From an optimization exercise on the open Yosys and OpenROAD flow, aimed at small area; shortcuts taken in it are not production practice.
Function was checked by simulation only, so behaviour that the tests miss may differ from the original.
Power and IR drop assume default switching activity.

## flow/run.sh

```bash
#!/bin/bash
# The standard layout (standard.sh) with these changes:
#  - synthesis: the standard synthesis script, but without the adder-extraction
#    step (ADDER_MAP_FILE empty) and with an area-oriented ABC script
#    (flow/abc_area.script: a seeded, iteration-bounded &deepsyn, so it gives
#    the same netlist every run; used in place of ORFS's abc_speed.script through a
#    copy of ORFS's scripts folder). Registers are mapped before ABC runs, so
#    they are the same as the standard synthesis's.
#  - clock tree synthesis without dummy load cells, with clkbuf_8 and clusters
#    of up to 22 sinks;
#  - plain buf_1 cells as the port buffers.
# make's full output goes to synth.log and standard.log; each tool's own log is
# under orfs/logs.
set -euo pipefail
here=$(pwd)
rm -rf "$here/scripts_area"
cp -r "$FLOW_HOME/scripts" "$here/scripts_area"
cp "$here/flow/abc_area.script" "$here/scripts_area/abc_speed.script"
ADDER_MAP_FILE= SCRIPTS_DIR="$here/scripts_area" bash standard.sh synth > synth.log 2>&1
export CTS_ARGS="-sink_clustering_enable -repair_clock_nets -dont_use_dummy_load -buf_list sky130_fd_sc_hd__clkbuf_8 -sink_clustering_size 22 -sink_clustering_max_diameter 60"
export BUFFER_PORTS_ARGS="-buffer_cell sky130_fd_sc_hd__buf_1"
bash standard.sh > standard.log 2>&1
```

## flow/abc_area.script

```
&get -n
&st
&deepsyn -I 200 -J 10 -S 1
&dch -f
&nf -R 1000
&put
```

## standard.sh

```bash
#!/bin/bash
# synth_recipe.tcl (not shown) runs the flow's synth.tcl, then flattens the netlist and writes it again
# the make line also repeats each setting of config.mk as NAME=value (left out here)
make -C /OpenROAD-flow-scripts/flow DESIGN_CONFIG=/design/flow/config.mk WORK_HOME=/design/flow/orfs CLKGATE_MAP_FILE= SYNTH_SCRIPT=/design/flow/synth_recipe.tcl "${@:-finish}"
```

## config.mk

```make
export PLATFORM = sky130hd
export DESIGN_NAME = uart_parser_register_TOP
export DESIGN_NICKNAME = uart_parser_register_TOP
export VERILOG_FILES = /design/flow/design.v
export SDC_FILE = /design/flow/constraint.sdc
export NUM_CORES = 4
export LEC_CHECK = 0
export CAP_MARGIN = 20
export CORE_MARGIN = 2
export CORE_UTILIZATION = 40
export PLACE_DENSITY = 0.5
export SLEW_MARGIN = 20
```

## constraint.sdc

```tcl
create_clock -name core_clock -period 10.0 [get_ports {clk}]
set_input_delay 2.0000 -clock core_clock [delete_from_list [all_inputs] [get_ports {clk}]]
set_output_delay 2.0000 -clock core_clock [all_outputs]
set_load 0.01 [all_outputs]
```

## design.v

```verilog
module UART_RX(
    input clk,
    input reset,
    input rx,
    output rxd,           
    output smp,           
    output [2:0] pos,     
    output in_data,       
    output done,          
    output cnt6           
    );
    reg rx_synch1, rx_synch2;
    always @(posedge clk) begin
        rx_synch1 <= rx;
        rx_synch2 <= rx_synch1;
    end
    assign rxd = rx_synch2;
    reg [4:0] counter;
    wire fa = !(counter[3] || (counter[2] && counter[1]));
    wire fb = counter[4] ? fa : !((counter[2] || counter[1]) && fa);
    always @(posedge clk)
        if (!reset) counter <= 5'b00001;
        else counter <= {counter[3:0], fb};
    wire tick = !(counter[3] || counter[2] || counter[1] || counter[0]);
    assign cnt6 = !(counter[4] || counter[1] || counter[0]);
    localparam STOP = 4'd0, IDLE = 4'd1, START = 4'd2, DONE = 4'd3, DATA0 = 4'd8;
    reg [3:0] state;
    reg [3:0] bt;    
    wire t15 = tick && bt == 4'd15;
    always @(posedge clk) begin
        if (!reset) begin
            state <= IDLE;
        end else begin
            case (state)
                IDLE:  if (!rx_synch2) state <= START;
                START: if (t15) state <= rx_synch2 ? IDLE : DATA0;
                STOP:  if (t15 && rx_synch2) state <= DONE;
                DONE:  state <= IDLE;
                default: if (t15) state <= {!(state[2] && state[1] && state[0]), state[2] ^ (state[1] && state[0]), state[1] ^ state[0], !state[0]};
            endcase
        end
    end
    always @(posedge clk) begin
        if (state == IDLE)
            bt <= 4'd8;
        else if (tick)
            bt <= {bt[3] ^ (bt[2] && bt[1] && bt[0]), bt[2] ^ (bt[1] && bt[0]), bt[1] ^ bt[0], !bt[0]};
    end
    assign in_data = state[3];
    assign pos = state[2:0];
    assign smp = state[3] && t15;
    assign done = (state == DONE);
endmodule
module UART_TX(
    input clk,
    input reset,
    input start,
    input [7:0] tap,
    input hit,
    output busy,
    output TX
    );
    reg [3:0] tbc;
    wire enable = tbc[3] && tbc[0];    
    always @(posedge clk)
        if (!reset || enable) tbc <= 4'd0;
        else tbc <= {tbc[3] ^ (tbc[2] && tbc[1] && tbc[0]), tbc[2] ^ (tbc[1] && tbc[0]), tbc[1] ^ tbc[0], !tbc[0]};
    localparam IDLE = 4'd2, PEND = 4'd3, DONE = 4'd0, S0 = 4'd6, S1 = 4'd7;
    reg [3:0] state;
    always @(posedge clk) begin
        if (!reset) state <= IDLE;
        else if (state == IDLE) begin
            if (start) state <= PEND;
        end else if (enable) begin
            case (state)
                PEND: state <= S0;
                S0: state <= S1;
                S1: state <= 4'd8;
                DONE: state <= IDLE;
                4'd15: state <= DONE;
                default: state <= {state[3] ^ (state[2] && state[1] && state[0]), state[2] ^ (state[1] && state[0]), state[1] ^ state[0], !state[0]};
            endcase
        end
    end
    reg [7:0] buf_q;
    wire idle = (state == IDLE || state == PEND);
    always @(posedge clk)
        if (idle && hit) buf_q <= tap;
    assign busy = !idle;
    assign TX = state[3] ? buf_q[state[2:0]] : (state != S1);
endmodule
module cmd_parser(
    input clk,
    input reset,
    input rxd,
    input smp,
    input [2:0] pos,
    input in_data,
    input done,
    input cnt6,
    output reg wv,       
    output wen,
    output reg [5:0] addr,
    output reg [7:0] data,
    output start
    );
    reg w;
    reg [1:0] phase;
    wire last = smp && pos == 3'd7;
    always @(posedge clk) begin
        if (!reset) begin
            w <= 1'b0;
            phase <= 2'd0;
            wv <= 1'b0;
        end else begin
            case (phase)
                2'd0: if (last) begin phase <= 2'd1; w <= rxd; end
                2'd1: if (last) phase <= 2'd2;
                2'd2: if (last) begin phase <= 2'd0; wv <= 1'b1; end
                      else if (done && !w) phase <= 2'd3;
                2'd3: if (cnt6) phase <= 2'd0;
            endcase
        end
    end
    always @(posedge clk)
        if (phase == 2'd1 && smp && !(pos[2] && pos[1]))
            addr <= {rxd, addr[5:1]};
    always @(posedge clk)
        if (phase == 2'd2 && smp)
            data <= {rxd, data[7:1]};
    assign wen = w && !in_data;
    assign start = (phase == 2'd3) && cnt6;
endmodule
module register_file(
    input clk,
    input reset,
    input wv,
    input wen,
    input [5:0] addr,
    input [7:0] data,
    output [7:0] tap,
    output hit
    );
    reg [511:0] ring;
    reg [5:0] ptr;
    wire fb = ptr[5] ^ ptr[4] ^ (ptr[4:0] == 5'd0);
    always @(posedge clk) begin
        if (!reset) ptr <= 6'd0;
        else ptr <= {ptr[4:0], fb};
    end
    assign tap = ring[7:0];
    assign hit = (ptr == addr);
    wire wr = wv && wen && hit;
    wire keep = wv && !(wen && hit);
    wire [7:0] ins = ({8{wr}} & data) | ({8{keep}} & tap);
    always @(posedge clk)
        ring <= {ins, ring[511:8]};
endmodule
module uart_parser_register_TOP(
    input clk,
    input reset,
    input RX,
    output TX,
    output busy
    );
    wire rxd, smp, in_data, done, cnt6;
    wire [2:0] pos;
    UART_RX uart_rx(.clk(clk), .reset(reset), .rx(RX), .rxd(rxd), .smp(smp), .pos(pos),
                    .in_data(in_data), .done(done), .cnt6(cnt6));
    wire wv, wen, start;
    wire [5:0] addr;
    wire [7:0] data;
    cmd_parser parser(.clk(clk), .reset(reset), .rxd(rxd), .smp(smp), .pos(pos),
                      .in_data(in_data), .done(done), .cnt6(cnt6), .wv(wv), .wen(wen),
                      .addr(addr), .data(data), .start(start));
    wire [7:0] tap;
    wire hit;
    register_file reg_file(.clk(clk), .reset(reset), .wv(wv), .wen(wen), .addr(addr), .data(data),
                           .tap(tap), .hit(hit));
    UART_TX uart_tx(.clk(clk), .reset(reset), .start(start), .tap(tap), .hit(hit),
                    .busy(busy), .TX(TX));
endmodule
```

==> results of run 1 <==
-- cell usage in the layout, fill, tap and decap left out, drive strengths merged --
| cell | synthesis | layout |
|---|---|---|
| a211oi | 1 | 1 |
| a21oi | 14 | 14 |
| a221oi | 2 | 2 |
| a22o | 8 | 8 |
| a31oi | 2 | 2 |
| a41oi | 1 | 1 |
| and2 | 12 | 12 |
| and3 | 3 | 3 |
| and4 | 1 | 1 |
| buf | 0 | 4 |
| clkbuf | 0 | 34 |
| clkinv | 4 | 4 |
| dfxtp | 545 | 545 |
| edfxtp | 22 | 22 |
| mux2i | 2 | 2 |
| nand2 | 10 | 10 |
| nand3 | 3 | 3 |
| nand4b | 2 | 2 |
| nor2 | 20 | 20 |
| nor2b | 4 | 4 |
| nor3 | 9 | 9 |
| nor3b | 1 | 1 |
| o211a | 1 | 1 |
| o211ai | 1 | 1 |
| o21a | 1 | 1 |
| o21ai | 8 | 8 |
| o21bai | 1 | 1 |
| o22ai | 1 | 1 |
| o311a | 1 | 1 |
| o311ai | 1 | 1 |
| o31ai | 1 | 1 |
| o32a | 1 | 1 |
| o32ai | 1 | 1 |
| o41ai | 1 | 1 |
| or2 | 1 | 1 |
| or3 | 1 | 1 |
| or3b | 1 | 1 |
| xnor2 | 4 | 4 |
| xor2 | 2 | 2 |
-- worst min-delay path by stage --
stage	cells after the start	end	slack, ns
floorplan	0	reg_file.ring[0]	0.31
global placement	0	reg_file.ring[12]	0.31
detailed placement	0	reg_file.ring[201]	0.31
CTS	0	reg_file.ring[212]	0.28
global route	0	reg_file.ring[212]	0.27
finish	0	reg_file.ring[212]	0.28
-- routing by layer --
metal  up-vias  GRT usage  wire length [um]  share of wire
met2        72      0.115              5070           0.38
met5         -          0                 0              0
li1       2294          -                 -              -
met4         0     0.0449               493          0.037
met1      2134      0.125              7060           0.53
met3        42     0.0265               652          0.049
-- synth_stat cells --
cell type,count
sky130_fd_sc_hd__mux2i_1,2
sky130_fd_sc_hd__o21ai_0,8
sky130_fd_sc_hd__o311ai_0,1
sky130_fd_sc_hd__o311a_1,1
sky130_fd_sc_hd__nand4b_1,2
sky130_fd_sc_hd__nor3b_1,1
sky130_fd_sc_hd__nor3_1,9
sky130_fd_sc_hd__a211oi_1,1
sky130_fd_sc_hd__nor2b_1,4
sky130_fd_sc_hd__or3b_1,1
sky130_fd_sc_hd__a221oi_1,2
sky130_fd_sc_hd__nand2_1,10
sky130_fd_sc_hd__and3_1,3
sky130_fd_sc_hd__nand3_1,3
sky130_fd_sc_hd__o211a_1,1
sky130_fd_sc_hd__dfxtp_1,545
sky130_fd_sc_hd__o21bai_1,1
sky130_fd_sc_hd__o32a_1,1
sky130_fd_sc_hd__xor2_1,2
sky130_fd_sc_hd__o41ai_1,1
sky130_fd_sc_hd__a31oi_1,2
sky130_fd_sc_hd__and4_1,1
sky130_fd_sc_hd__o32ai_1,1
sky130_fd_sc_hd__clkinv_1,4
sky130_fd_sc_hd__nor2_1,20
sky130_fd_sc_hd__xnor2_1,4
sky130_fd_sc_hd__edfxtp_1,22
sky130_fd_sc_hd__o211ai_1,1
sky130_fd_sc_hd__o31ai_1,1
sky130_fd_sc_hd__a21oi_1,14
sky130_fd_sc_hd__o21a_1,1
sky130_fd_sc_hd__a41oi_1,1
sky130_fd_sc_hd__a22o_1,8
sky130_fd_sc_hd__or3_1,1
sky130_fd_sc_hd__and2_0,12
sky130_fd_sc_hd__or2_0,1
sky130_fd_sc_hd__o22ai_1,1
-- sequential cells by signal, summed over array words and instances (netlist names) --
name	count
parser.addr	6
parser.data	8
parser.phase	2
parser.w	1
parser.wv	1
reg_file.ptr	6
reg_file.ring	512
uart_rx.bt	4
uart_rx.counter	5
uart_rx.rx_synch1	1
uart_rx.rx_synch2	1
uart_rx.state	4
uart_tx.buf_q	8
uart_tx.state	4
uart_tx.tbc	4
-- cell families (layout without fill, tap and decap cells) --
logic type / after synthesis / in the layout / share of synthesized area
AO/OA/AOI/OAI: 47 / 47 / 0.0259
XOR/XNOR: 6 / 6 / 0.00426
buffers and inverters: 4 / 42 / 0.00122
flip-flops: 567 / 567 / 0.939
multiplexers: 2 / 2 / 0.00162
AND/OR/NAND/NOR: 68 / 68 / 0.0281
-- stage by stage --
stage	instance area [um2]	cells	hold slack (ns)	setup WS (ns)	util
2_1_floorplan	12300	694	0.310	6.89	-
3_3_place_gp	12800	1094	0.311	6.71	0.422
3_5_place_dp	12800	1094	0.312	6.55	0.422
4_1_cts	13300	1128	0.283	5.94	0.437
5_1_grt	13300	1128	0.274	5.80	0.437
6_report	13300	1128	0.281	6.00	0.437
-- critical path: cells and delay by family (launching register included) --
kind	cells	cell delay [ns]
AOI/OAI and AO/OA	3	0.63
buffers and inverters	1	0.17
DFF	1	0.52
muxes	1	0.14
-- area by class of cell --
cell class                 count  area (um2)
inverter                       4        15.0
timing repair buffer           4        15.0
tap                          396         495
fill                        2619       17100
clock buffer                  34         468
multi-input combinational    123         738
sequential                   567       11600
-- power breakdown --
part / switching, mW / internal [mW] / leakage, nW / total, mW
clock network: 0.593 / 0.310 / 0.244 / 0.903
logic: 0.0129 / 0.00992 / 0.281 / 0.0228
registers: 0.00771 / 2.28 / 4.61 / 2.29
==> notes.md, run 1 <==
The min-delay analysis places its worst path in the category flop to flop. The clock drives 567 sinks. For this design the ratio of total power to cell area is 241 mW/mm2. Across every metal layer, demand over resource in global routing totals 0.0861.

The floorplan step defined a core boundary enclosing 0.0304 mm2. The detailed router placed 4542 vias in this run. The largest individual stage delay along the critical path comes from the cell sky130_fd_sc_hd__dfxtp_1.

The die boundary width is 180 um. The final number of hold-violating endpoints came to 0. After the first detailed-routing iteration, the DRC count stood at 255. The mean cell area of the mapped netlist is 17.8 um2.

The clock tree from TritonCTS is done. STA puts the critical path data required time at 8.00 ns. The logic depth of the worst register-to-register path came out at 9. The achievable clock frequency is 250 MHz. The worst endpoint data arrival time came out at 2.00 ns. The maximum number of pins on one net before global-route repair came out at 26.

The aggregate global routing overflow is 0. The number of primary I/O pins is 5. The final critical-path share of the clock period came out at 0.400. The number of antenna violations at the first check in global routing was 0. The row count came out at 64. The number of gates resized after cts is 0.

The worst setup path is launched from a flop. After synthesis the netlist holds a flip-flop and latch count of 567. The share of post-route cells with drive strength above 1 is 0.0464.

The number of optimization iterations in the first detailed-route pass came out at 4. The source of the worst hold timing path is reg_file.ring[220]. The leading area contributor after synthesis is sky130_fd_sc_hd__dfxtp_1. The leakage power total came out at 5.13 nW. The port buffer count came out at 4. The worst setup path is of the flop to output port kind.

In the routed design, unresolved DRC markers number 0. The flow ran to the end and the layout has no timing, DRC or antenna violations. Once the clock tree was built, the setup fixing pass inserted 0 buffers. For the pin with the worst max-slew slack, the measured transition is 0.884 ns. The headroom to the max-slew limit is 0.411. CTS built an H-tree with a depth of 2.

Setup repair after global routing left no endpoint under its margin. The area added between synthesis and finish is 7.94%. The total wirelength of the detailed-routed design came out at 13300 um. The global-route wire length before repair is 23100 um.

The final worst clock skew is 0.0471 ns. The minimum clock period after layout came out at 4.01 ns. The half-perimeter wire length of the detailed placement result is 6940 um. The terminus of the critical flop-to-flop path is parser.phase[0]. For this configuration, the core starts out at a cell density of 0.405. After detailed routing, the number of vias per cell comes to 4.03. Summing every instance area after synthesis gives 0.0123 mm2. The final setup violation count came out at 0. For this run, the post-layout net count is 737. At the later pin of the worst-skew pair, clock insertion delay measures 0.55 ns. The overall power is 3.21 mW. The vertical die dimension is 180 um.

The routability congestion estimate came out at 0.666. In this run the worst setup path begins at uart_tx.state[1]. In this run the remaining antenna-violating nets after routing total 0. For the final routed database, the setup TNS stands at 0 ns. No sink is reached through more buffers than the 3 on the longest clock path.

In this run, distinct cell masters in the synthesized netlist total 37. The area share of the leading cell type in the synthesized netlist came out at 0.885. The endpoint class of the critical path is an output port. The max-slew violation count is 0.

After clock tree synthesis, the clock-pin slew on the worst setup and hold paths is 0.12 ns. The die area came out at 0.0322 mm2. The launching point of the worst reg2reg path is uart_rx.counter[1].

The count of warnings emitted by yosys came out at 4. The worst setup slack for register-to-register paths came out at 7.31 ns. The longest individual stage delay on the worst path is 0.52 ns.

In this run the worst path has a maximum fanout of 8. VDD sags by at most 70.6 uV. Traced cell by cell, the critical path runs through mux2i_1, a211oi_1, o21ai_0, a31oi_1, buf_1. The post-synthesis net count is 697. The worst setup path endpoint is TX. The number of antenna diodes is 0. The post-synthesis instance total is 694. The clock tree root driver cell is sky130_fd_sc_hd__clkbuf_8. The detail-routed net length per standard cell is 11.8 um. The share of the Yosys chip area taken by registers is 0.939. Sorting the synthesized cells by area gives the leading types as sky130_fd_sc_hd__dfxtp_1 (89%), sky130_fd_sc_hd__edfxtp_1 (5.4%), sky130_fd_sc_hd__and2_0 (0.61%). The number of global-route vias before repair is 4689. The total CTS buffers is 34.

The reported max-cap violation count came out at 0. Buffers inserted to repair hold after CTS numbered 0.
==> inputs of run 2 (changes only) <==
--- a/config.mk
+++ b/config.mk
@@ -7,6 +7,6 @@
 export LEC_CHECK = 0
 export CAP_MARGIN = 20
 export CORE_MARGIN = 2
-export CORE_UTILIZATION = 40
-export PLACE_DENSITY = 0.5
+export CORE_UTILIZATION = 50
+export PLACE_DENSITY = 0.65
 export SLEW_MARGIN = 20
==> notes.md, run 2 <==
The residual antenna-violating net count after detailed routing is 0 (unchanged). The combined buffer and inverter count along the critical path is 1 (unchanged). The number of gates resized after cts is 0 (unchanged). The number of sinks handled by clock tree synthesis came to 567 (unchanged). The post-synthesis instance total came out at 694 (unchanged). The detail-routed net length per standard cell came out at 12.7 um (+8.3%). The total CTS buffers was 30 (-12%).

The number of optimization iterations in the first detailed-route pass is 4 (unchanged). The count of flip-flops with a built-in enable after synthesis is 22 (unchanged). The global-route usage over all layers came out at 0.107 (+0.0209). More flip-flops sit in one register than any other, and that register is reg_file.ring. The fill cell instance count of the final layout came to 1889 (-28%). The headroom to the max-slew limit came out at 0.387 (-0.0238). The min-delay analysis places its worst path in the category flop to flop. The aggregate global routing overflow came out at 0 (unchanged). Setup repair after global routing left no endpoint under its margin. The total number of vias came out at 4545 (+0.066%).

The number of global-route vias before repair is 4692 (+0.064%). The reported max-cap violation count is 0 (unchanged). The area of the core is 0.0242 mm2 (-20%). In this run the worst setup path begins at uart_tx.state[1].

The clock input transition at the sequential cells of the worst setup and hold paths is 0.11 ns (about the same). TritonCTS built the clock tree. The worst endpoint data arrival time was 1.88 ns (-0.12 ns).

The longest individual stage delay on the worst path came to 0.51 ns (about the same). The netlist area before placement is 0.0123 mm2 (unchanged). The vias per cell is 4.32 (+7.3%). The setup path with the least slack is of type flop to output port. The maximum number of pins on one net before global-route repair is 26 (unchanged). The data required time of the worst path came out at 8.00 ns (about the same). The worst hold margin is 0.315 ns (+0.0341 ns).

The logic depth of the worst register-to-register path is 11 (+2). The fraction of registers with async set or reset after synthesis came out at 0 (unchanged). The routability congestion estimate is 0.718 (+7.8%).

Walking the worst path, the cells encountered are mux2i_1, a211oi_1, o21ai_0, a31oi_1, buf_1. The number of antenna diodes came out at 0 (unchanged). The half-perimeter wire length of the detailed placement result came out at 7350 um (+5.9%). By area the synthesized netlist is led by sky130_fd_sc_hd__dfxtp_1 (89%), sky130_fd_sc_hd__edfxtp_1 (5.4%), sky130_fd_sc_hd__and2_0 (0.61%). The measured slew at the worst slew-check pin was 0.919 ns (+0.0357 ns).

The initial DRC count came out at 282 (+11%). The number of primary I/O pins is 5 (unchanged). The global-route wire length before repair is 22800 um (-1.2%). The share of post-route cells with drive strength above 1 is 0.0412 (-0.00524). Among all flip-flop cells after synthesis, the most frequent one is sky130_fd_sc_hd__dfxtp_1.

The worst setup slack for register-to-register paths came out at 7.31 ns (about the same). The final setup violation count came to 0 (unchanged). The distinct cell type count of the synthesized netlist came out at 37 (unchanged). The hold buffer count at cts came out at 0 (unchanged). The kind of start point of the critical path is a flop. The max-slew violation count is 0 (unchanged). The most critical setup path has its endpoint at TX.

The area added between synthesis and finish came out at 6.76%. The internal power was 2.56 mW (-1.5%). The clock insertion delay at the later pin of the skew report came out at 0.59 ns (+0.04 ns). The share of total power in sequential cells is 0.723 (+0.011). The root buffer cell chosen for the clock tree is sky130_fd_sc_hd__clkbuf_8. The number of buffers inserted to repair setup after CTS was 0 (unchanged).

The library cell used most frequently in the layout, excluding fill and tap cells, is sky130_fd_sc_hd__dfxtp_1. The port buffer count came out at 4 (unchanged). The endpoint identified for the worst register-to-register timing path is parser.w. Leaving out fill and tap cells, the most frequent cells in the layout are sky130_fd_sc_hd__dfxtp_1 (545), sky130_fd_sc_hd__clkbuf_8 (30), sky130_fd_sc_hd__edfxtp_1 (22), sky130_fd_sc_hd__nor2_1 (20), sky130_fd_sc_hd__a21oi_1 (14). The effective utilization at floorplan is 0.508 (+0.103). The final number of hold-violating endpoints was 0 (unchanged).

The proportion of total power due to net switching is 0.190 (-0.00125). The number of antenna violations at the first check in global routing is 0 (unchanged). The count of warnings emitted by yosys came out at 4 (unchanged). The worst register-to-register path begins at uart_rx.counter[1]. The run finished with no timing, DRC or antenna violations.

The power density over the cells came out at 240 mW/mm2 (-0.56%). The number of storage elements in the synthesis netlist is 567 (unchanged). The post-route DRC violation count is 0 (unchanged). The flip-flop count of the largest register after layout is 512 (unchanged). The proportion of power drawn by the clock network came out at 0.269 (-0.012). The share of the yosys chip area belonging to registers came out at 0.939 (unchanged). The final worst clock skew came out at 0.0333 ns (-0.0138 ns).

The maximum vdd ir drop came out at 118 uV (+67%). The area share of the leading cell type in the synthesized netlist is 0.885 (unchanged). The achievable clock frequency came out at 258 MHz (+3.2%). The die area was 0.0259 mm2 (-20%). The setup total negative slack is 0 ns (unchanged). The endpoint class of the critical path is an output port.

The vertical die dimension came to 161 um (-10%). Summed over all instances, the cell type with the most area after synthesis is sky130_fd_sc_hd__dfxtp_1. The total wirelength of the detailed-routed design came to 13400 um (+0.96%). The number of nets at the end of the flow is 733 (-0.54%).

By count the netlist is led by sky130_fd_sc_hd__dfxtp_1 (545), sky130_fd_sc_hd__edfxtp_1 (22), sky130_fd_sc_hd__nor2_1 (20). The worst-path maximum fanout is 8 (unchanged). The net switching power figure came out at 0.600 mW (-2.3%). The row count is 57 (-11%).

The final critical-path share of the clock period came out at 0.388 (-0.0125). The die boundary width is 161 um (-10%). The leakage power total came out at 5.10 nW (-0.56%).

The minimum clock period after layout came out at 3.88 ns (-0.125 ns). The cell depth of the worst setup path came out at 5 (unchanged). In the final layout, the registers with the most flip-flops are reg_file.ring (512), parser.data (8), uart_tx.buf_q (8). The number of H-tree levels came out at 1 (-1). The maximum buffer depth of the clock tree came to 3 (unchanged). Broken down by cell family, the worst path's largest delay share belongs to flip-flops. The combinational share of power is 0.007 (about the same).

The mean cell area of the mapped netlist came out at 17.8 um2 (unchanged). The most frequently used cell type in the post-synthesis netlist is sky130_fd_sc_hd__dfxtp_1. Among all stages on the critical path, the largest delay is contributed by sky130_fd_sc_hd__dfxtp_1. The post-synthesis net count came out at 697 (unchanged).
run 2: through the flow:
stage	setup WS (ns)	std cells	instance area [um2]	util	total power, mW
after CTS	6.07	1052	13200	0.543	3.19
after global routing	5.97	1052	13200	0.543	3.28
final	6.12	1052	13200	0.543	3.16
after global placement	6.71	1022	12700	0.526	2.36
after floorplan	6.89	694	12300	-	2.35
after detailed placement	6.55	1022	12700	0.526	2.36
run 2: power by group through the flow:
| stage | Combinational (mW) | Clock (mW) | Sequential (mW) |
|---|---|---|---|
| 2_1_floorplan | 0.0172 | 0 | 2.33 |
| 3_3_place_gp | 0.0197 | 0 | 2.34 |
| 3_5_place_dp | 0.0227 | 0 | 2.34 |
| 4_1_cts | 0.0228 | 0.887 | 2.29 |
| 5_1_grt | 0.0255 | 0.963 | 2.29 |
| 6_report | 0.0231 | 0.850 | 2.29 |
run 2: cell type report:
| cell class | count | area (um2) | share of cell area |
|---|---|---|---|
| Sequential cell | 567 | 11600 | 0.879 |
| Multi-Input combinational cell | 123 | 738 | 0.0561 |
| Tap cell | 324 | 405 | 0.0308 |
| Inverter | 4 | 15.0 | 0.00114 |
| Timing Repair Buffer | 4 | 15.0 | 0.00114 |
| Clock buffer | 30 | 413 | 0.0314 |
run 2: cells by family after synthesis:
logic type	after synthesis	synth area share
flops	567	0.939
mux	2	0.00162
xor+xnor	6	0.00426
simple gates	68	0.0281
buf+inv	4	0.00122
compound gates	47	0.0259
run 2: worst min path at each step:
| stage | from | end | slack (ns) | cells past startpoint |
|---|---|---|---|---|
| after floorplan | reg_file.ring[8] | reg_file.ring[0] | 0.31 | 0 |
| after global placement | reg_file.ring[12] | reg_file.ring[4] | 0.31 | 0 |
| after detailed placement | reg_file.ring[152] | reg_file.ring[144] | 0.31 | 0 |
| after CTS | reg_file.ring[230] | reg_file.ring[222] | 0.31 | 0 |
| after global routing | reg_file.ring[16] | reg_file.ring[8] | 0.30 | 0 |
| final | reg_file.ring[230] | reg_file.ring[222] | 0.32 | 0 |
run 2: per-layer routing:
metal	wire length, um	up-vias	global-route usage
met5	0	-	0
met4	432	0	0.0487
met3	664	42	0.0270
met2	5460	87	0.155
met1	6850	2128	0.153
li1	-	2288	-
==> inputs of run 3 (changes only) <==
--- a/flow/run.sh
+++ b/flow/run.sh
@@ -7,7 +7,7 @@
 #    copy of ORFS's scripts folder). Registers are mapped before ABC runs, so
 #    they are the same as the standard synthesis's.
 #  - clock tree synthesis without dummy load cells, with clkbuf_8 and clusters
-#    of up to 22 sinks;
+#    of up to 20 sinks;
 #  - plain buf_1 cells as the port buffers.
 # make's full output goes to synth.log and standard.log; each tool's own log is
 # under orfs/logs.
@@ -17,6 +17,6 @@
 cp -r "$FLOW_HOME/scripts" "$here/scripts_area"
 cp "$here/flow/abc_area.script" "$here/scripts_area/abc_speed.script"
 ADDER_MAP_FILE= SCRIPTS_DIR="$here/scripts_area" bash standard.sh synth > synth.log 2>&1
-export CTS_ARGS="-sink_clustering_enable -repair_clock_nets -dont_use_dummy_load -buf_list sky130_fd_sc_hd__clkbuf_8 -sink_clustering_size 22 -sink_clustering_max_diameter 60"
+export CTS_ARGS="-sink_clustering_enable -repair_clock_nets -dont_use_dummy_load -buf_list sky130_fd_sc_hd__clkbuf_8 -sink_clustering_size 20 -sink_clustering_max_diameter 60"
 export BUFFER_PORTS_ARGS="-buffer_cell sky130_fd_sc_hd__buf_1"
 bash standard.sh > standard.log 2>&1
--- a/config.mk
+++ b/config.mk
@@ -7,6 +7,9 @@
 export LEC_CHECK = 0
 export CAP_MARGIN = 20
 export CORE_MARGIN = 2
-export CORE_UTILIZATION = 50
-export PLACE_DENSITY = 0.65
+export CORE_UTILIZATION = 40
+export CTS_BUF_LIST = sky130_fd_sc_hd__clkbuf_8
+export CTS_CLUSTER_DIAMETER = 60
+export CTS_CLUSTER_SIZE = 18
+export PLACE_DENSITY = 0.6
 export SLEW_MARGIN = 20
==> notes.md, run 3 <==
The die area is 0.0322 mm2 (+24%). The residual antenna-violating net count after detailed routing came out at 0 (unchanged). The number of primary I/O pins is 5 (unchanged). The number of buffers inserted to repair setup after CTS was 0 (unchanged).

The area taken by flip-flops and latches is 0.0116 mm2 (unchanged). The initial DRC count is 243 (-14%). The headroom to the max-slew limit came out at 0.426 (+0.0386). The final critical-path share of the clock period is 0.381 (-0.00749). The worst-path maximum fanout is 8 (unchanged). The post-detailed-placement cell area is 0.0128 mm2 (+0.71%). The count of warnings emitted by yosys came out at 4 (unchanged). Setup repair after global routing left no endpoint under its margin. The final number of hold-violating endpoints is 0 (unchanged).

The effective utilization at floorplan was 0.405 (-0.103). The area of the core came out at 0.0304 mm2 (+25%). The number of antenna violations at the first check in global routing is 0 (unchanged).

The worst hold path belongs to the class flop to flop. The total number of vias came out at 4467 (-1.7%). Traced cell by cell, the critical path runs through mux2i_1, a211oi_1, o21ai_0, a31oi_1, buf_1. The register with the most flip-flops is reg_file.ring. The worst hold path depth is 0 (unchanged).

The number of nets at the end of the flow is 737 (+0.55%). The worst register-to-register path ends at parser.phase[0]. The cell with the biggest individual delay on the critical path is sky130_fd_sc_hd__dfxtp_1.

The flip-flop count of the largest register after layout came to 512 (unchanged). The count of flip-flops with a built-in enable after synthesis is 22 (unchanged). The launching point of the worst reg2reg path is uart_rx.counter[1]. The vertical die dimension is 180 um (+12%).

The number of H-tree levels came out at 2 (+1). The combined area of the multi-input logic cells is 738 um2 (unchanged). The data required time of the worst path is 8.00 ns (about the same). The final setup violation count came to 0 (unchanged).

The measured slew at the worst slew-check pin came out at 0.862 ns (-0.0579 ns). The post-synthesis net count was 697 (unchanged). sky130_fd_sc_hd__dfxtp_1 is the most common cell in the netlist. The post-route cell area came out at 0.0133 mm2 (+1.1%). The global-route usage over all layers was 0.0806 (-0.0265).

The biggest area contributor in the post-synthesis netlist is sky130_fd_sc_hd__dfxtp_1. The number of optimization iterations in the first detailed-route pass is 4 (unchanged). The half-perimeter wire length of the detailed placement result came out at 6320 um (-14%). The maximum vdd ir drop is 103 uV (-13%). The port buffer count was 4 (unchanged).

Leaving out fill and tap cells, the most frequent cell in the layout is sky130_fd_sc_hd__dfxtp_1. The worst endpoint data arrival time is 1.81 ns (-0.07 ns). The leakage power total came out at 5.13 nW (+0.56%).

The aggregate global routing overflow is 0 (unchanged). The post-synthesis instance total was 694 (unchanged). The fill cell instance count of the final layout was 2687 (+42%). The global-route wire length before repair came to 21700 um (-4.9%). The achievable clock frequency came to 263 MHz (+2.0%).

The area share of the leading cell type in the synthesized netlist is 0.885 (unchanged). The worst setup path is of the flop to output port kind. The setup total negative slack is 0 ns (unchanged). The maximum buffer depth of the clock tree came to 3 (unchanged). The share of the yosys chip area belonging to registers is 0.939 (unchanged). The reported max-cap violation count came out at 0 (unchanged).

The minimum clock period after layout is 3.81 ns (-0.0749 ns). The worst hold margin was 0.289 ns (-0.0264 ns). The number of storage elements in the synthesis netlist is 567 (unchanged). The clock input transition at the sequential cells of the worst setup and hold paths is 0.11 ns (about the same). The kind of start point of the critical path is a flop.

The row count came out at 64 (+12%). The number of antenna diodes came out at 0 (unchanged). Yosys attributes the largest share of cell area to sky130_fd_sc_hd__dfxtp_1 (89%), sky130_fd_sc_hd__edfxtp_1 (5.4%), sky130_fd_sc_hd__and2_0 (0.61%).

The max-slew violation count is 0 (unchanged). In the synthesized netlist, the cells that appear most often are sky130_fd_sc_hd__dfxtp_1 (545), sky130_fd_sc_hd__edfxtp_1 (22), sky130_fd_sc_hd__nor2_1 (20). The cell sitting at the root of the clock tree is a sky130_fd_sc_hd__clkbuf_8.

The fraction of registers with async set or reset after synthesis is 0 (unchanged). In the final layout, the registers with the most flip-flops are reg_file.ring (512), parser.data (8), uart_tx.buf_q (8). The endpoint class of the critical path is an output port. TritonCTS built the clock tree. The source of the worst hold timing path is reg_file.ring[98]. The worst setup slack for register-to-register paths came out at 7.36 ns (+0.05 ns).

The final worst clock skew came out at 0.0473 ns (+0.0141 ns). The number of gates resized after cts is 0 (unchanged). The endpoint of the worst hold-timing path is reg_file.ring[90]. The hold buffer count at cts is 0 (unchanged).

The post-route DRC violation count is 0 (unchanged). The post-placement worst setup slack came out at 6.58 ns (+0.0337 ns). The mean cell area of the mapped netlist came out at 17.8 um2 (unchanged). The detail-routed net length per standard cell is 11.1 um (-13%). The distinct cell type count of the synthesized netlist is 37 (unchanged).

The vias per cell is 3.96 (-8.3%). The maximum number of pins on one net before global-route repair came out at 26 (unchanged). From synthesis to final layout, the design area changed by 7.94%.

The total wirelength of the detailed-routed design is 12500 um (-6.6%). The smallest setup slack after layout came out at 6.19 ns (+0.0749 ns). The clock insertion delay at the later pin of the skew report is 0.55 ns (-0.04 ns). The die boundary width came to 180 um (+12%). The share of post-route cells with drive strength above 1 came out at 0.0464 (+0.00524). The total CTS buffers came to 34 (+13%). The netlist area before placement is 0.0123 mm2 (unchanged). The flow ran to the end and the layout has no timing, DRC or antenna violations. The logic depth of the worst register-to-register path is 9 (-2).

The number of global-route vias before repair came out at 4474 (-4.6%). The longest individual stage delay on the worst path is 0.49 ns (-0.02 ns). The number of sinks handled by clock tree synthesis is 567 (unchanged).

The most used flip-flop cell after synthesis is sky130_fd_sc_hd__dfxtp_1. In the layout the commonest cells are sky130_fd_sc_hd__dfxtp_1 (545), sky130_fd_sc_hd__clkbuf_8 (34), sky130_fd_sc_hd__edfxtp_1 (22), sky130_fd_sc_hd__nor2_1 (20), sky130_fd_sc_hd__a21oi_1 (14). The routability congestion estimate is 0.693 (-3.6%). The power density over the cells is 241 mW/mm2 (+0.54%).
## run 3: cell counts after synthesis
Identical to the previous run, type by type.
## run 3: layout make-up
type / count / share of cell area
sequential: 567 / 0.870
clock buffer: 34 / 0.0352
inverter: 4 / 0.00113
tap: 396 / 0.0372
multi-input combinational: 123 / 0.0555
timing repair buffer: 4 / 0.00113
## run 3: cells by family (layout without fill, tap and decap cells)
| family | after synthesis | count (layout) | share of synthesized area |
|---|---|---|---|
| simple gates | 68 | 68 | 0.0281 |
| mux | 2 | 2 | 0.00162 |
| buf+inv | 4 | 42 | 0.00122 |
| compound gates | 47 | 47 | 0.0259 |
| xor+xnor | 6 | 6 | 0.00426 |
| flops | 567 | 567 | 0.939 |
## run 3: metrics by stage
stage          utilization  total power, mW  instances
3_5_place_dp         0.422             2.36       1094
3_3_place_gp         0.422             2.36       1094
5_1_grt              0.437             3.34       1128
4_1_cts              0.437             3.26       1128
2_1_floorplan            -             2.35        694
6_report             0.437             3.21       1128
## run 3: power by group
| part | switching [mW] | internal, mW | total (mW) |
|---|---|---|---|
| combinational | 0.0119 | 0.00991 | 0.0218 |
| clock | 0.595 | 0.310 | 0.904 |
| sequential | 0.00725 | 2.28 | 2.28 |
| total | 0.614 | 2.60 | 3.21 |
## run 3: worst max path at each step
stage	end	slack, ns	cells past startpoint	startpoint
6_report	TX	6.19	5	uart_tx.state[1]
5_1_grt	TX	6.03	5	uart_tx.state[1]
4_1_cts	TX	6.16	5	uart_tx.state[1]
3_5_place_dp	uart_tx.tbc[3]	6.58	5	reset
3_3_place_gp	uart_tx.tbc[3]	6.60	5	reset
2_1_floorplan	TX	6.89	4	uart_tx.state[1]
## run 3: critical path, delay by kind of cell, from the launching register on
kind                   cells  cell delay [ns]
AOI/OAI and AO/OA          3             0.52
buffers and inverters      1             0.17
DFF                        1             0.49
muxes                      1             0.12
## run 3: routing by layer
| layer | track usage | share of wire | routed length (um) | up-vias |
|---|---|---|---|---|
| met4 | 0.0416 | 0.042 | 521 | 0 |
| li1 | - | - | - | 2296 |
| met5 | 0 | 0 | 0 | - |
| met2 | 0.0982 | 0.34 | 4270 | 54 |
| met1 | 0.127 | 0.58 | 7240 | 2074 |
| met3 | 0.0221 | 0.038 | 479 | 43 |
==> inputs of run 4 (changes only) <==
--- a/flow/run.sh
+++ b/flow/run.sh
@@ -7,7 +7,7 @@
 #    copy of ORFS's scripts folder). Registers are mapped before ABC runs, so
 #    they are the same as the standard synthesis's.
 #  - clock tree synthesis without dummy load cells, with clkbuf_8 and clusters
-#    of up to 20 sinks;
+#    of up to 22 sinks;
 #  - plain buf_1 cells as the port buffers.
 # make's full output goes to synth.log and standard.log; each tool's own log is
 # under orfs/logs.
@@ -17,6 +17,6 @@
 cp -r "$FLOW_HOME/scripts" "$here/scripts_area"
 cp "$here/flow/abc_area.script" "$here/scripts_area/abc_speed.script"
 ADDER_MAP_FILE= SCRIPTS_DIR="$here/scripts_area" bash standard.sh synth > synth.log 2>&1
-export CTS_ARGS="-sink_clustering_enable -repair_clock_nets -dont_use_dummy_load -buf_list sky130_fd_sc_hd__clkbuf_8 -sink_clustering_size 20 -sink_clustering_max_diameter 60"
+export CTS_ARGS="-sink_clustering_enable -repair_clock_nets -dont_use_dummy_load -buf_list sky130_fd_sc_hd__clkbuf_8 -sink_clustering_size 24 -sink_clustering_max_diameter 40"
 export BUFFER_PORTS_ARGS="-buffer_cell sky130_fd_sc_hd__buf_1"
 bash standard.sh > standard.log 2>&1
==> notes.md, run 4 <==
The area share of fa/ha/maj cells after synthesis came out at 0 (unchanged). The share of the synthesized area in compound gates (AO/OA/AOI/OAI) came to 0.0259 (unchanged). The netlist area before placement is 0.0123 mm2 (unchanged). The worst hold path depth came to 0 (unchanged). The endpoint of the worst hold-timing path is reg_file.ring[277]. The largest registers in the layout are reg_file.ring (512), parser.data (8), uart_tx.buf_q (8). The net switching power figure came out at 0.625 mW (+1.9%). The worst endpoint data arrival time was 1.85 ns (+0.04 ns). The hold buffer count at cts is 0 (unchanged). Clock tree synthesis selected as its root buffer the cell sky130_fd_sc_hd__clkbuf_8. Ranked by total cell area, the synthesized netlist is headed by sky130_fd_sc_hd__dfxtp_1 (89%), sky130_fd_sc_hd__edfxtp_1 (5.4%), sky130_fd_sc_hd__and2_0 (0.61%). The post-placement worst setup slack came out at 6.58 ns (unchanged). The mean cell area of the mapped netlist came to 17.8 um2 (unchanged). The area share of the leading cell type in the synthesized netlist is 0.885 (unchanged). The combinational share of power is 0.007 (about the same). The count of warnings emitted by yosys is 4 (unchanged).

The detail-routed net length per standard cell came out at 11.1 um (-0.27%). The path type of the worst min-delay path is flop to flop. The post-synthesis net count is 697 (unchanged).

The number of global-route vias before repair came to 4528 (+1.2%). The setup total negative slack is 0 ns (unchanged). The fraction of registers with async set or reset after synthesis was 0 (unchanged). The post-route DRC violation count came out at 0 (unchanged). The global-route usage over all layers came out at 0.0808 (+0.000264).

The residual antenna-violating net count after detailed routing is 0 (unchanged). The data required time of the worst path is 8.00 ns (about the same). The number of primary I/O pins is 5 (unchanged).

The total number of vias is 4475 (+0.18%). The effective utilization at floorplan is 0.405 (unchanged). The smallest setup slack after layout is 6.15 ns (-0.0466 ns).

The internal power is 2.66 mW (+2.6%). The worst setup slack for register-to-register paths was 7.31 ns (-0.05 ns). The routability congestion estimate came out at 0.693 (unchanged). The initial DRC count is 231 (-4.9%). The wire length on met1 was 7210 um (-0.50%). The worst-path maximum fanout is 8 (unchanged).

The fill cell instance count of the final layout came out at 2681 (-0.22%). The row count was 64 (unchanged). The final critical-path share of the clock period is 0.385 (+0.00466). The flip-flop count of the largest register after layout is 512 (unchanged). The port buffer count came to 4 (unchanged). The synthesized design spends more area on one cell type than any other, namely sky130_fd_sc_hd__dfxtp_1. The number of gates resized after cts is 0 (unchanged). By area, the combinational part of the netlist is dominated by simple AND/OR/NAND/NOR gates. The number of antenna diodes was 0 (unchanged). The number of buffers inserted to repair setup after CTS came out at 0 (unchanged). The flow ran to the end and the layout has no timing, DRC or antenna violations. The endpoint class of the critical path is an output port. The maximum buffer depth of the clock tree came out at 3 (unchanged).

The highest layer touched by signal routing is met4. The worst register-to-register path ends at parser.phase[0]. The launching point of the worst reg2reg path is uart_rx.counter[1].

The final worst clock skew came out at 0.0690 ns (+0.0216 ns). The sum of met3 wire segment lengths after detailed routing was 642 um (+34%). The number of sinks handled by clock tree synthesis came to 567 (unchanged). The clock input transition at the sequential cells of the worst setup and hold paths came out at 0.11 ns (about the same). Among all flip-flop cells after synthesis, the most frequent one is sky130_fd_sc_hd__dfxtp_1. Setup repair after global routing left no endpoint under its margin. The number of storage elements in the synthesis netlist is 567 (unchanged). The proportion of total power due to net switching came out at 0.190 (-0.00114). Leaving out fill and tap cells, the most frequent cells in the layout are sky130_fd_sc_hd__dfxtp_1 (545), sky130_fd_sc_hd__clkbuf_8 (42), sky130_fd_sc_hd__edfxtp_1 (22), sky130_fd_sc_hd__nor2_1 (20), sky130_fd_sc_hd__a21oi_1 (14).

The number of nets at the end of the flow is 745 (+1.1%). The distinct cell type count of the synthesized netlist came out at 37 (unchanged). The most common library cell in the layout ignoring fill and taps is sky130_fd_sc_hd__dfxtp_1.

The power density over the cells is 245 mW/mm2 (+1.6%). The clock insertion delay at the later pin of the skew report came to 0.59 ns (+0.04 ns). The number of optimization iterations in the first detailed-route pass came to 4 (unchanged). The final number of hold-violating endpoints is 0 (unchanged). The area of the core came out at 0.0304 mm2 (unchanged). The kind of start point of the critical path is a flop. The commonest cells after synthesis are sky130_fd_sc_hd__dfxtp_1 (545), sky130_fd_sc_hd__edfxtp_1 (22), sky130_fd_sc_hd__nor2_1 (20). The maximum number of pins on one net before global-route repair came out at 26 (unchanged).

The post-synthesis instance total came out at 694 (unchanged). The post-synthesis xor/xnor area fraction is 0.00426 (unchanged). The total CTS buffers is 42 (+24%). More flip-flops sit in one register than any other, and that register is reg_file.ring. TritonCTS built the clock tree. The share of total power in sequential cells came out at 0.694 (-0.018). The half-perimeter wire length of the detailed placement result is 6320 um (unchanged).

The global-route wire length before repair was 21700 um (+0.23%). The vertical die dimension came out at 180 um (unchanged). sky130_fd_sc_hd__dfxtp_1 is the most common cell in the netlist.

The share of post-route cells with drive strength above 1 came to 0.0568 (+0.0103). The measured slew at the worst slew-check pin came out at 0.911 ns (+0.0494 ns). The proportion of power drawn by the clock network is 0.299 (+0.017). The total wirelength of the detailed-routed design is 12600 um (+0.44%).

The area added between synthesis and finish is 8.83%. The aggregate global routing overflow is 0 (unchanged). The die area is 0.0322 mm2 (unchanged). The headroom to the max-slew limit is 0.393 (-0.0330).

The area fraction in and, or, nand and nor cells after synthesis came out at 0.0281 (unchanged). The share of the yosys chip area belonging to registers was 0.939 (unchanged). The count of flip-flops with a built-in enable after synthesis was 22 (unchanged). The logic depth of the worst register-to-register path came to 9 (unchanged). The startpoint identified for the worst hold timing path is reg_file.ring[285].

The achievable clock frequency was 260 MHz (-1.2%). The maximum vdd ir drop came out at 110 uV (+6.9%). The die boundary width came out at 180 um (unchanged). The number of H-tree levels came out at 2 (unchanged). The multiplexer area fraction after synthesis is 0.00162 (unchanged). The final setup violation count came out at 0 (unchanged).

The reported max-cap violation count is 0 (unchanged). The leakage power total came to 5.19 nW (+1.1%). The max-slew violation count came out at 0 (unchanged). The minimum clock period after layout is 3.85 ns (+0.0466 ns).

The wire length on met2 is 4230 um (-0.96%). The number of antenna violations at the first check in global routing is 0 (unchanged). The vias per cell came out at 3.94 (-0.53%). The worst setup path is of the flop to output port kind.
==> run 4: cell counts after synthesis <==
Identical to the previous run, type by type.
==> run 4: per-stage QoR <==
step / area (um2) / power, mW / instances / util / hold slack [ns]
finish: 13400 / 3.29 / 1136 / 0.441 / 0.274
global route: 13400 / 3.43 / 1136 / 0.441 / 0.276
CTS: 13400 / 3.34 / 1136 / 0.441 / 0.276
detailed placement: 12800 / 2.36 / 1094 / 0.422 / 0.312
global placement: 12800 / 2.36 / 1094 / 0.422 / 0.311
floorplan: 12300 / 2.35 / 694 / - / 0.310
==> run 4: final cells by class <==
type / count / area (um2) / share of cell area
tap: 396 / 495 / 0.0369
multi-input combinational: 123 / 738 / 0.0550
sequential: 567 / 11600 / 0.863
clock buffer: 42 / 578 / 0.0431
timing repair buffer: 4 / 15.0 / 0.00112
inverter: 4 / 15.0 / 0.00112
==> run 4: worst max-delay path by stage <==
stage | start | end | slack (ns) | cells past startpoint
after floorplan | uart_tx.state[1] | TX | 6.89 | 4
after global placement | reset | uart_tx.tbc[3] | 6.60 | 5
after detailed placement | reset | uart_tx.tbc[3] | 6.58 | 5
after CTS | uart_tx.state[1] | TX | 6.10 | 5
after global routing | uart_tx.state[1] | TX | 5.97 | 5
final | uart_tx.state[1] | TX | 6.15 | 5
==> run 4: layer usage <==
metal,track usage,vias to the layer above
li1,-,2304
met1,0.125,2070
met2,0.0972,61
met3,0.0265,40
met4,0.0433,0
met5,0,-
==> run 4: worst max-delay path: stages, from the launching register on <==
cell and delay (ns):
sky130_fd_sc_hd__dfxtp_1 0.49, sky130_fd_sc_hd__mux2i_1 0.12, sky130_fd_sc_hd__a211oi_1 0.23, sky130_fd_sc_hd__o21ai_0 0.12, sky130_fd_sc_hd__a31oi_1 0.17, sky130_fd_sc_hd__buf_1 0.17
==> run 4: power groups by stage <==
stage | combinational (mW) | sequential (mW) | clock, mW
2_1_floorplan | 0.0172 | 2.33 | 0
3_3_place_gp | 0.0209 | 2.34 | 0
3_5_place_dp | 0.0220 | 2.34 | 0
4_1_cts | 0.0221 | 2.28 | 1.03
5_1_grt | 0.0252 | 2.29 | 1.11
6_report | 0.0219 | 2.28 | 0.983
==> run 4: logic make-up (layout without fill, tap and decap cells) <==
logic type	count (synthesis)	in the layout
AND/OR/NAND/NOR	68	68
XOR/XNOR	6	6
flip-flops	567	567
buffers and inverters	4	50
multiplexers	2	2
AO/OA/AOI/OAI	47	47
==> inputs of run 5 (changes only) <==
--- a/flow/run.sh
+++ b/flow/run.sh
@@ -17,6 +17,6 @@
 cp -r "$FLOW_HOME/scripts" "$here/scripts_area"
 cp "$here/flow/abc_area.script" "$here/scripts_area/abc_speed.script"
 ADDER_MAP_FILE= SCRIPTS_DIR="$here/scripts_area" bash standard.sh synth > synth.log 2>&1
-export CTS_ARGS="-sink_clustering_enable -repair_clock_nets -dont_use_dummy_load -buf_list sky130_fd_sc_hd__clkbuf_8 -sink_clustering_size 24 -sink_clustering_max_diameter 40"
+export CTS_ARGS="-sink_clustering_enable -repair_clock_nets -dont_use_dummy_load -buf_list sky130_fd_sc_hd__clkbuf_8 -sink_clustering_size 23 -sink_clustering_max_diameter 50"
 export BUFFER_PORTS_ARGS="-buffer_cell sky130_fd_sc_hd__buf_1"
 bash standard.sh > standard.log 2>&1
==> notes.md, run 5 <==
The register with the most flip-flops in the final layout is reg_file.ring. The vias per cell came out at 3.95 (+0.24%). The commonest cells after synthesis are sky130_fd_sc_hd__dfxtp_1 (545), sky130_fd_sc_hd__edfxtp_1 (22), sky130_fd_sc_hd__nor2_1 (20).

The share of post-route cells with drive strength above 1 came out at 0.0477 (-0.00901). The clock insertion delay at the later pin of the skew report came out at 0.55 ns (-0.04 ns). The half-perimeter wire length of the detailed placement result was 6320 um (unchanged). The total number of vias came to 4458 (-0.38%).

The number of nets at the end of the flow is 738 (-0.94%). The initial DRC count is 216 (-6.5%). The hold buffer count at cts came to 0 (unchanged). STA classifies the critical path endpoint as an output port. The routability congestion estimate is 0.693 (unchanged).

The final number of hold-violating endpoints is 0 (unchanged). The count of flip-flops with a built-in enable after synthesis came out at 22 (unchanged). The worst setup slack for register-to-register paths came out at 7.32 ns (about the same).

The row count came out at 64 (unchanged). The area share of the leading cell type in the synthesized netlist was 0.885 (unchanged). The most frequently used cell type in the post-synthesis netlist is sky130_fd_sc_hd__dfxtp_1. The number of storage elements in the synthesis netlist is 567 (unchanged). In this run the worst setup path terminates at TX. The mean cell area of the mapped netlist was 17.8 um2 (unchanged). The headroom to the max-slew limit came out at 0.401 (+0.00864).

The logic depth of the worst register-to-register path came to 9 (unchanged). The max-slew violation count came out at 0 (unchanged). The die boundary width was 180 um (unchanged). The residual antenna-violating net count after detailed routing is 0 (unchanged).

The count of warnings emitted by yosys came out at 4 (unchanged). The fraction of registers with async set or reset after synthesis is 0 (unchanged). The overall power was 3.22 mW (-2.2%). The measured slew at the worst slew-check pin came to 0.898 ns (-0.0130 ns). The endpoint identified for the worst register-to-register timing path is parser.phase[0]. Clock tree synthesis selected as its root buffer the cell sky130_fd_sc_hd__clkbuf_8. The number of H-tree levels came out at 2 (unchanged).

The number of optimization iterations in the first detailed-route pass is 4 (unchanged). The port buffer count is 4 (unchanged). The clock input transition at the sequential cells of the worst setup and hold paths is 0.12 ns (about the same).

The final critical-path share of the clock period is 0.380 (-0.00526). The global-route usage over all layers is 0.0803 (-0.000572). In this run the worst hold path is classified as flop to flop. The share of the yosys chip area belonging to registers came to 0.939 (unchanged).

The post-route cell area came out at 0.0133 mm2 (-0.72%). The post-synthesis instance total is 694 (unchanged). The worst endpoint data arrival time came out at 1.80 ns (-0.05 ns). The minimum clock period after layout came out at 3.80 ns (-0.0526 ns).

The most common library cell in the layout ignoring fill and taps is sky130_fd_sc_hd__dfxtp_1. The netlist area before placement came out at 0.0123 mm2 (unchanged). The worst-path maximum fanout came out at 8 (unchanged). The number of gates resized after cts came out at 0 (unchanged). The global-route wire length before repair is 21700 um (-0.16%). The final setup violation count came out at 0 (unchanged). The critical path starts at uart_tx.state[1]. The distinct cell type count of the synthesized netlist was 37 (unchanged). In the final layout, the registers with the most flip-flops are reg_file.ring (512), parser.data (8), uart_tx.buf_q (8). After synthesis, the cell types taking the most area are sky130_fd_sc_hd__dfxtp_1 (89%), sky130_fd_sc_hd__edfxtp_1 (5.4%), sky130_fd_sc_hd__and2_0 (0.61%).

The reported max-cap violation count was 0 (unchanged). The number of antenna violations at the first check in global routing came to 0 (unchanged). The clock tree from TritonCTS is done.

The total CTS buffers is 35 (-17%). The number of buffers inserted to repair setup after CTS came out at 0 (unchanged). The post-synthesis net count is 697 (unchanged). The vertical die dimension is 180 um (unchanged). The post-route DRC violation count was 0 (unchanged). The total wirelength of the detailed-routed design came to 12400 um (-1.2%). The setup total negative slack came to 0 ns (unchanged).

The synthesized design spends more area on one cell type than any other, namely sky130_fd_sc_hd__dfxtp_1. The number of antenna diodes is 0 (unchanged). The achievable clock frequency is 263 MHz (+1.4%). The data required time of the worst path is 8.00 ns (about the same). The number of global-route vias before repair is 4494 (-0.75%).

In the synthesized netlist the dominant register cell turns out to be sky130_fd_sc_hd__dfxtp_1. The number of sinks handled by clock tree synthesis came out at 567 (unchanged). The maximum number of pins on one net before global-route repair came out at 26 (unchanged). The leakage power total came to 5.14 nW (-0.97%). The number of primary I/O pins was 5 (unchanged).

The library cells used most frequently in the layout, excluding fill and tap cells, are sky130_fd_sc_hd__dfxtp_1 (545), sky130_fd_sc_hd__clkbuf_8 (35), sky130_fd_sc_hd__edfxtp_1 (22), sky130_fd_sc_hd__nor2_1 (20), sky130_fd_sc_hd__a21oi_1 (14). The post-detailed-placement cell area is 0.0128 mm2 (unchanged). The kind of start point of the critical path is a flop. The category of the most critical setup path is flop to output port. The maximum buffer depth of the clock tree is 3 (unchanged).

The die area came out at 0.0322 mm2 (unchanged). The flip-flop count of the largest register after layout is 512 (unchanged). The aggregate global routing overflow came to 0 (unchanged). The core utilization of the finished layout came to 0.438 (-0.00317). The final worst clock skew is 0.0574 ns (-0.0116 ns).

Setup repair after global routing left no endpoint under its margin. The power density over the cells came out at 242 mW/mm2 (-1.5%). The effective utilization at floorplan is 0.405 (unchanged).

Relative to the synthesized area, the layout overhead comes to 8.05%. In this run the critical register-to-register path is launched from uart_rx.counter[1]. The flow ran to the end and the layout has no timing, DRC or antenna violations.

The detail-routed net length per standard cell was 11.0 um (-0.60%). The maximum vdd ir drop came out at 95.2 uV (-13%). The area of the core came out at 0.0304 mm2 (unchanged).
run 5: cell counts after synthesis:
No cell type changed its count.
run 5: metrics by stage:
step / hold WS (ns) / instances / setup slack (ns)
2_1_floorplan: 0.310 / 694 / 6.89
5_1_grt: 0.285 / 1129 / 6.04
6_report: 0.275 / 1129 / 6.20
4_1_cts: 0.281 / 1129 / 6.17
3_3_place_gp: 0.311 / 1094 / 6.60
3_5_place_dp: 0.312 / 1094 / 6.58
run 5: area by class of cell:
class	instances	area (um2)
Inverter	4	15.0
Clock buffer	35	482
Timing Repair Buffer	4	15.0
Fill cell	2683	17100
Sequential cell	567	11600
Tap cell	396	495
Multi-Input combinational cell	123	738
run 5: cell families after synthesis:
kind of cell | share of synthesized area
compound gates | 0.0259
xor+xnor | 0.00426
buf+inv | 0.00122
flops | 0.939
mux | 0.00162
simple gates | 0.0281
run 5: worst max-delay path, cell delays in order (launching register included):
cell and delay, ns:
sky130_fd_sc_hd__dfxtp_1 0.49, sky130_fd_sc_hd__mux2i_1 0.12, sky130_fd_sc_hd__a211oi_1 0.23, sky130_fd_sc_hd__o21ai_0 0.12, sky130_fd_sc_hd__a31oi_1 0.17, sky130_fd_sc_hd__buf_1 0.17
run 5: where the power goes:
group	switching [mW]	leakage, nW	internal [mW]
clock	0.591	0.252	0.318
sequential	0.00726	4.61	2.28
combinational	0.0120	0.281	0.00991
total	0.611	5.14	2.61
run 5: per-layer routing:
layer | share of wire | global-route usage | wire (um) | up-vias
met4 | 0.033 | 0.0387 | 416 | 0
met3 | 0.048 | 0.0251 | 591 | 37
met2 | 0.35 | 0.0985 | 4290 | 58
li1 | - | - | - | 2289
met1 | 0.57 | 0.125 | 7120 | 2074
met5 | 0 | 0 | 0 | -
run 5: how the worst min path moves through the flow:
| stage | to | slack, ns | from | cells past startpoint |
|---|---|---|---|---|
| final | reg_file.ring[410] | 0.27 | reg_file.ring[418] | 0 |
| after global routing | reg_file.ring[410] | 0.29 | reg_file.ring[418] | 0 |
| after CTS | reg_file.ring[410] | 0.28 | reg_file.ring[418] | 0 |
| after detailed placement | reg_file.ring[152] | 0.31 | reg_file.ring[160] | 0 |
| after global placement | reg_file.ring[90] | 0.31 | reg_file.ring[98] | 0 |
| after floorplan | reg_file.ring[0] | 0.31 | reg_file.ring[8] | 0 |
==> inputs of run 6 (changes only) <==
==> flow/run.sh (replaced) <==
#!/bin/bash
# The standard layout (standard.sh) with these changes:
#  - synthesis: the standard synthesis script, but without the adder-extraction
#    step (ADDER_MAP_FILE empty) and with an area-oriented ABC script
#    (flow/abc_area.script, used in place of ORFS's abc_speed.script through a
#    copy of ORFS's scripts folder). Registers are mapped before ABC runs, so
#    they are the same as the standard synthesis's.
#  - clock tree synthesis without dummy load cells, with clkbuf_8 and clusters
#    of up to 22 sinks;
#  - plain buf_1 cells as the port buffers.
# make's full output goes to synth.log and standard.log; each tool's own log is
# under orfs/logs.
set -euo pipefail
here=$(pwd)
rm -rf "$here/scripts_area"
cp -r "$FLOW_HOME/scripts" "$here/scripts_area"
cp "$here/flow/abc_area.script" "$here/scripts_area/abc_speed.script"
ADDER_MAP_FILE= SCRIPTS_DIR="$here/scripts_area" bash standard.sh synth > synth.log 2>&1
export CTS_ARGS="-sink_clustering_enable -repair_clock_nets -dont_use_dummy_load -buf_list sky130_fd_sc_hd__clkbuf_8 -sink_clustering_size 22 -sink_clustering_max_diameter 45"
export BUFFER_PORTS_ARGS="-buffer_cell sky130_fd_sc_hd__buf_1"
bash standard.sh > standard.log 2>&1
==> flow/abc_area.script (replaced) <==
&get -n
&st
&syn2
&dch -f
&nf -R 1000
&st
&syn2
&dch -f
&nf -R 1000
&st
&synch2
&nf -R 1000
&put
--- a/config.mk
+++ b/config.mk
@@ -7,9 +7,6 @@
 export LEC_CHECK = 0
 export CAP_MARGIN = 20
 export CORE_MARGIN = 2
-export CORE_UTILIZATION = 40
-export CTS_BUF_LIST = sky130_fd_sc_hd__clkbuf_8
-export CTS_CLUSTER_DIAMETER = 60
-export CTS_CLUSTER_SIZE = 18
-export PLACE_DENSITY = 0.6
+export CORE_UTILIZATION = 70
+export PLACE_DENSITY = 0.9
 export SLEW_MARGIN = 20
==> notes.md, run 6 <==
The maximum buffer depth of the clock tree is 3 (unchanged). The global-route usage over all layers is 0.176 (+0.0960). The half-perimeter wire length of the detailed placement result was 9140 um (+45%). For this run, the leading register cell type out of synthesis is sky130_fd_sc_hd__dfxtp_1.

TritonCTS built the clock tree. The total CTS buffers is 36 (+2.9%). The clock insertion delay at the later pin of the skew report came out at 0.55 ns (about the same).

The share of the yosys chip area belonging to registers is 0.936 (-0.00285). The initial DRC count was 208 (-3.7%). The post-detailed-placement cell area is 0.0127 mm2 (-1.3%). The post-route DRC violation count came out at 0 (unchanged). The synthesized design spends more area on one cell type than any other, namely sky130_fd_sc_hd__dfxtp_1.

The global-route wire length before repair came out at 24700 um (+14%). The row count came out at 48 (-25%). The signal on the critical path passes through mux4_2, o21ai_0, a21oi_1, buf_1. Leaving out fill and tap cells, the most frequent cells in the layout are sky130_fd_sc_hd__dfxtp_1 (545), sky130_fd_sc_hd__clkbuf_8 (36), sky130_fd_sc_hd__edfxtp_1 (22), sky130_fd_sc_hd__nor2_1 (19), sky130_fd_sc_hd__a21oi_1 (15).

The die boundary width came out at 137 um (-24%). The number of primary I/O pins is 5 (unchanged). The total wirelength of the detailed-routed design is 15500 um (+25%). The number of gates resized after cts came to 0 (unchanged). The routability congestion estimate came out at 0.775 (+12%). The path class of the tightest hold or removal check is flop to flop. The post-synthesis instance total is 700 (+0.86%). The endpoint class of the critical path is an output port. The fraction of registers with async set or reset after synthesis is 0 (unchanged).

The post-synthesis xor/xnor area fraction came out at 0.00638 (+0.00211). The mean cell area of the mapped netlist is 17.7 um2 (-0.56%). The multiplexer area fraction after synthesis is 0.00506 (+0.00344). The leakage power total was 5.13 nW (-0.25%). The area fraction in and, or, nand and nor cells after synthesis is 0.0276 (-0.000490). The share of the synthesized area in compound gates (AO/OA/AOI/OAI) is 0.0231 (-0.00281). The measured slew at the worst slew-check pin came out at 0.931 ns (+0.0330 ns). The layer flagged by global routing as most heavily used is met2. The combined area of the multi-input logic cells came out at 773 um2 (+4.7%).

The residual antenna-violating net count after detailed routing is 0 (unchanged). The cell family contributing the most delay on the critical path is multiplexers. The headroom to the max-slew limit came out at 0.375 (-0.0268). The effective utilization at floorplan was 0.715 (+0.310). The port buffer count is 4 (unchanged). The number of nets at the end of the flow came out at 746 (+1.1%). The setup total negative slack came out at 0 ns (unchanged).

The number of antenna violations at the first check in global routing came out at 2 (+2). The post-synthesis net count is 703 (+0.86%). The final worst clock skew came out at 0.0401 ns (-0.0173 ns).

The reported max-cap violation count came out at 0 (unchanged). The combined buffer and inverter count along the critical path was 1 (unchanged). Sorting the synthesized cells by how often they occur yields sky130_fd_sc_hd__dfxtp_1 (545), sky130_fd_sc_hd__edfxtp_1 (22), sky130_fd_sc_hd__nor2_1 (19). The register with the most flip-flops is reg_file.ring. The data required time of the worst path came out at 8.00 ns (about the same). By instance count, the leading cell after synthesis is sky130_fd_sc_hd__dfxtp_1. The number of sinks handled by clock tree synthesis is 567 (unchanged).

The number of buffers inserted to repair setup after CTS came out at 0 (unchanged). The total number of vias is 4609 (+3.4%). The detail-routed net length per standard cell is 16.0 um (+46%). The global-route met2 utilization is 0.295 (+0.196). The met1 routing resource usage after global routing is 0.227 (+0.102). In the post-synthesis netlist, the biggest area contributors are sky130_fd_sc_hd__dfxtp_1 (88%), sky130_fd_sc_hd__edfxtp_1 (5.3%), sky130_fd_sc_hd__and2_0 (0.66%).

The root buffer cell chosen for the clock tree is sky130_fd_sc_hd__clkbuf_8. The worst setup path is launched from a flop. The maximum vdd ir drop is 198 uV (+110%). The netlist area before placement came out at 0.0124 mm2 (+0.30%). The maximum number of pins on one net before global-route repair came to 23 (-12%).

The post-route cell area came out at 0.0132 mm2 (-1.1%). The count of flip-flops with a built-in enable after synthesis was 22 (unchanged). The number of optimization iterations in the first detailed-route pass was 4 (unchanged). The area share of the leading cell type in the synthesized netlist is 0.883 (-0.00269).

The largest registers in the layout are reg_file.ring (512), parser.data (8), uart_tx.buf_q (8). The largest individual stage delay along the critical path comes from the cell sky130_fd_sc_hd__mux4_2. The final number of hold-violating endpoints is 0 (unchanged). By area, the combinational part of the netlist is dominated by simple AND/OR/NAND/NOR gates. The vias per cell is 4.77 (+21%). The hold buffer count at cts was 0 (unchanged). The longest individual stage delay on the worst path came to 0.56 ns (+0.07 ns). The area of the core is 0.0173 mm2 (-43%). The worst endpoint data arrival time came out at 2.17 ns (+0.37 ns). The area taken by flip-flops and latches is 0.0116 mm2 (unchanged). The critical path is of the flop to output port type. The fraction of met3 tracks used by global routing was 0.0400 (+0.0149). The final setup violation count came to 0 (unchanged). The most common library cell in the layout ignoring fill and taps is sky130_fd_sc_hd__dfxtp_1. The flip-flop count of the largest register after layout is 512 (unchanged). The clock input transition at the sequential cells of the worst setup and hold paths is 0.10 ns (-0.02 ns). The count of warnings emitted by yosys came out at 4 (unchanged). The minimum clock period after layout came out at 4.17 ns (+0.372 ns). The final critical-path share of the clock period came out at 0.417 (+0.0372). The number of storage elements in the synthesis netlist came out at 567 (unchanged). The fill cell instance count of the final layout is 968 (-64%). The max-slew violation count is 0 (unchanged). The power density over the cells came out at 247 mW/mm2 (+2.2%). The worst-path maximum fanout was 9 (+1). The area added between synthesis and finish is 6.51%. The vertical die dimension is 137 um (-24%).

The die area is 0.0187 mm2 (-42%). The aggregate global routing overflow is 0 (unchanged). The run finished with no timing, DRC or antenna violations. The number of antenna diodes came out at 0 (unchanged). Setup repair after global routing left no endpoint under its margin. The distinct cell type count of the synthesized netlist came to 28 (-24%). The achievable clock frequency is 240 MHz (-8.9%). The number of H-tree levels was 2 (unchanged). The number of global-route vias before repair came out at 4830 (+7.5%). The share of post-route cells with drive strength above 1 is 0.0526 (+0.00488).

The area share of fa/ha/maj cells after synthesis came out at 0 (unchanged).
==> run 6: per-layer routing <==
metal  routed length, um  part of all wire
met1                7200              0.46
met2                7370              0.48
met3                 615             0.040
met4                 303             0.020
met5                   0                 0
==> run 6: cells by family after synthesis <==
| kind of cell | after synthesis |
|---|---|
| flops | 567 |
| compound gates | 45 |
| simple gates | 68 |
| mux | 5 |
| xor+xnor | 9 |
| buf+inv | 6 |
==> run 6: power breakdown <==
group,leakage (nW),switching (mW),internal [mW]
clock,0.259,0.590,0.327
sequential,4.60,0.0135,2.28
combinational,0.269,0.0229,0.0171
total,5.13,0.626,2.62
==> run 6: final cells by class <==
cell class              instances  share of cell area
flip-flops and latches        567               0.879
multi-input cells             127              0.0587
clock buffers                  36              0.0376
well taps                     225              0.0214
repair buffers                  5             0.00171
inverters                       6             0.00171
==> run 6: final timing paths <==
check,cells past startpoint,slack [ns],startpoint,endpoint
setup / recovery,4,5.83,uart_tx.state[0],TX
hold / removal,0,0.31,reg_file.ring[476],reg_file.ring[468]
setup reg to reg,5,7.51,uart_rx.counter[2],parser.addr[0]
hold reg to reg,0,0.31,reg_file.ring[476],reg_file.ring[468]
==> run 6: metrics by stage <==
stage               setup slack (ns)   util  hold slack, ns  std cells  total power [mW]
global route                    5.74  0.761           0.318        966              3.35
global placement                6.65  0.732           0.310        930              2.38
floorplan                       6.80      -           0.310        700              2.37
finish                          5.83  0.761           0.313        966              3.25
detailed placement              6.40  0.732           0.312        930              2.38
CTS                             5.82  0.761           0.312        966              3.28

==> port drivers added, routing unchanged <==
Ports are ideal in the flow. The routed layouts listed here were re-timed in OpenROAD. Step 1 assumes that a clkbuf_16 drives the clock port and a buf_2 every other input. Step 2 times the ports against the registers' clock, not the clock port: input delays grow and output delays shrink by t, the midpoint of the rising clock arrivals with the driver on. a / b / c = ideal ports / drivers / drivers and shift; a / b = the first two.
run | t, ns | setup WS [ns] | pins driven straight from the clock port
run 1 | 0.570 | 5.995 / 5.951 / 6.521 | 1
run 2 | 0.617 | 6.120 / 6.076 / 6.461 | 1
run 3 | 0.561 | 6.195 / 6.156 / 6.581 | 1
run 4 | 0.587 | 6.148 / 6.108 / 6.552 | 1
run 5 | 0.558 | 6.201 / 6.162 / 6.549 | 1
run 6 | 0.564 | 5.829 / 5.792 / 6.356 | 1
After both steps setup and hold are still met in every run listed.
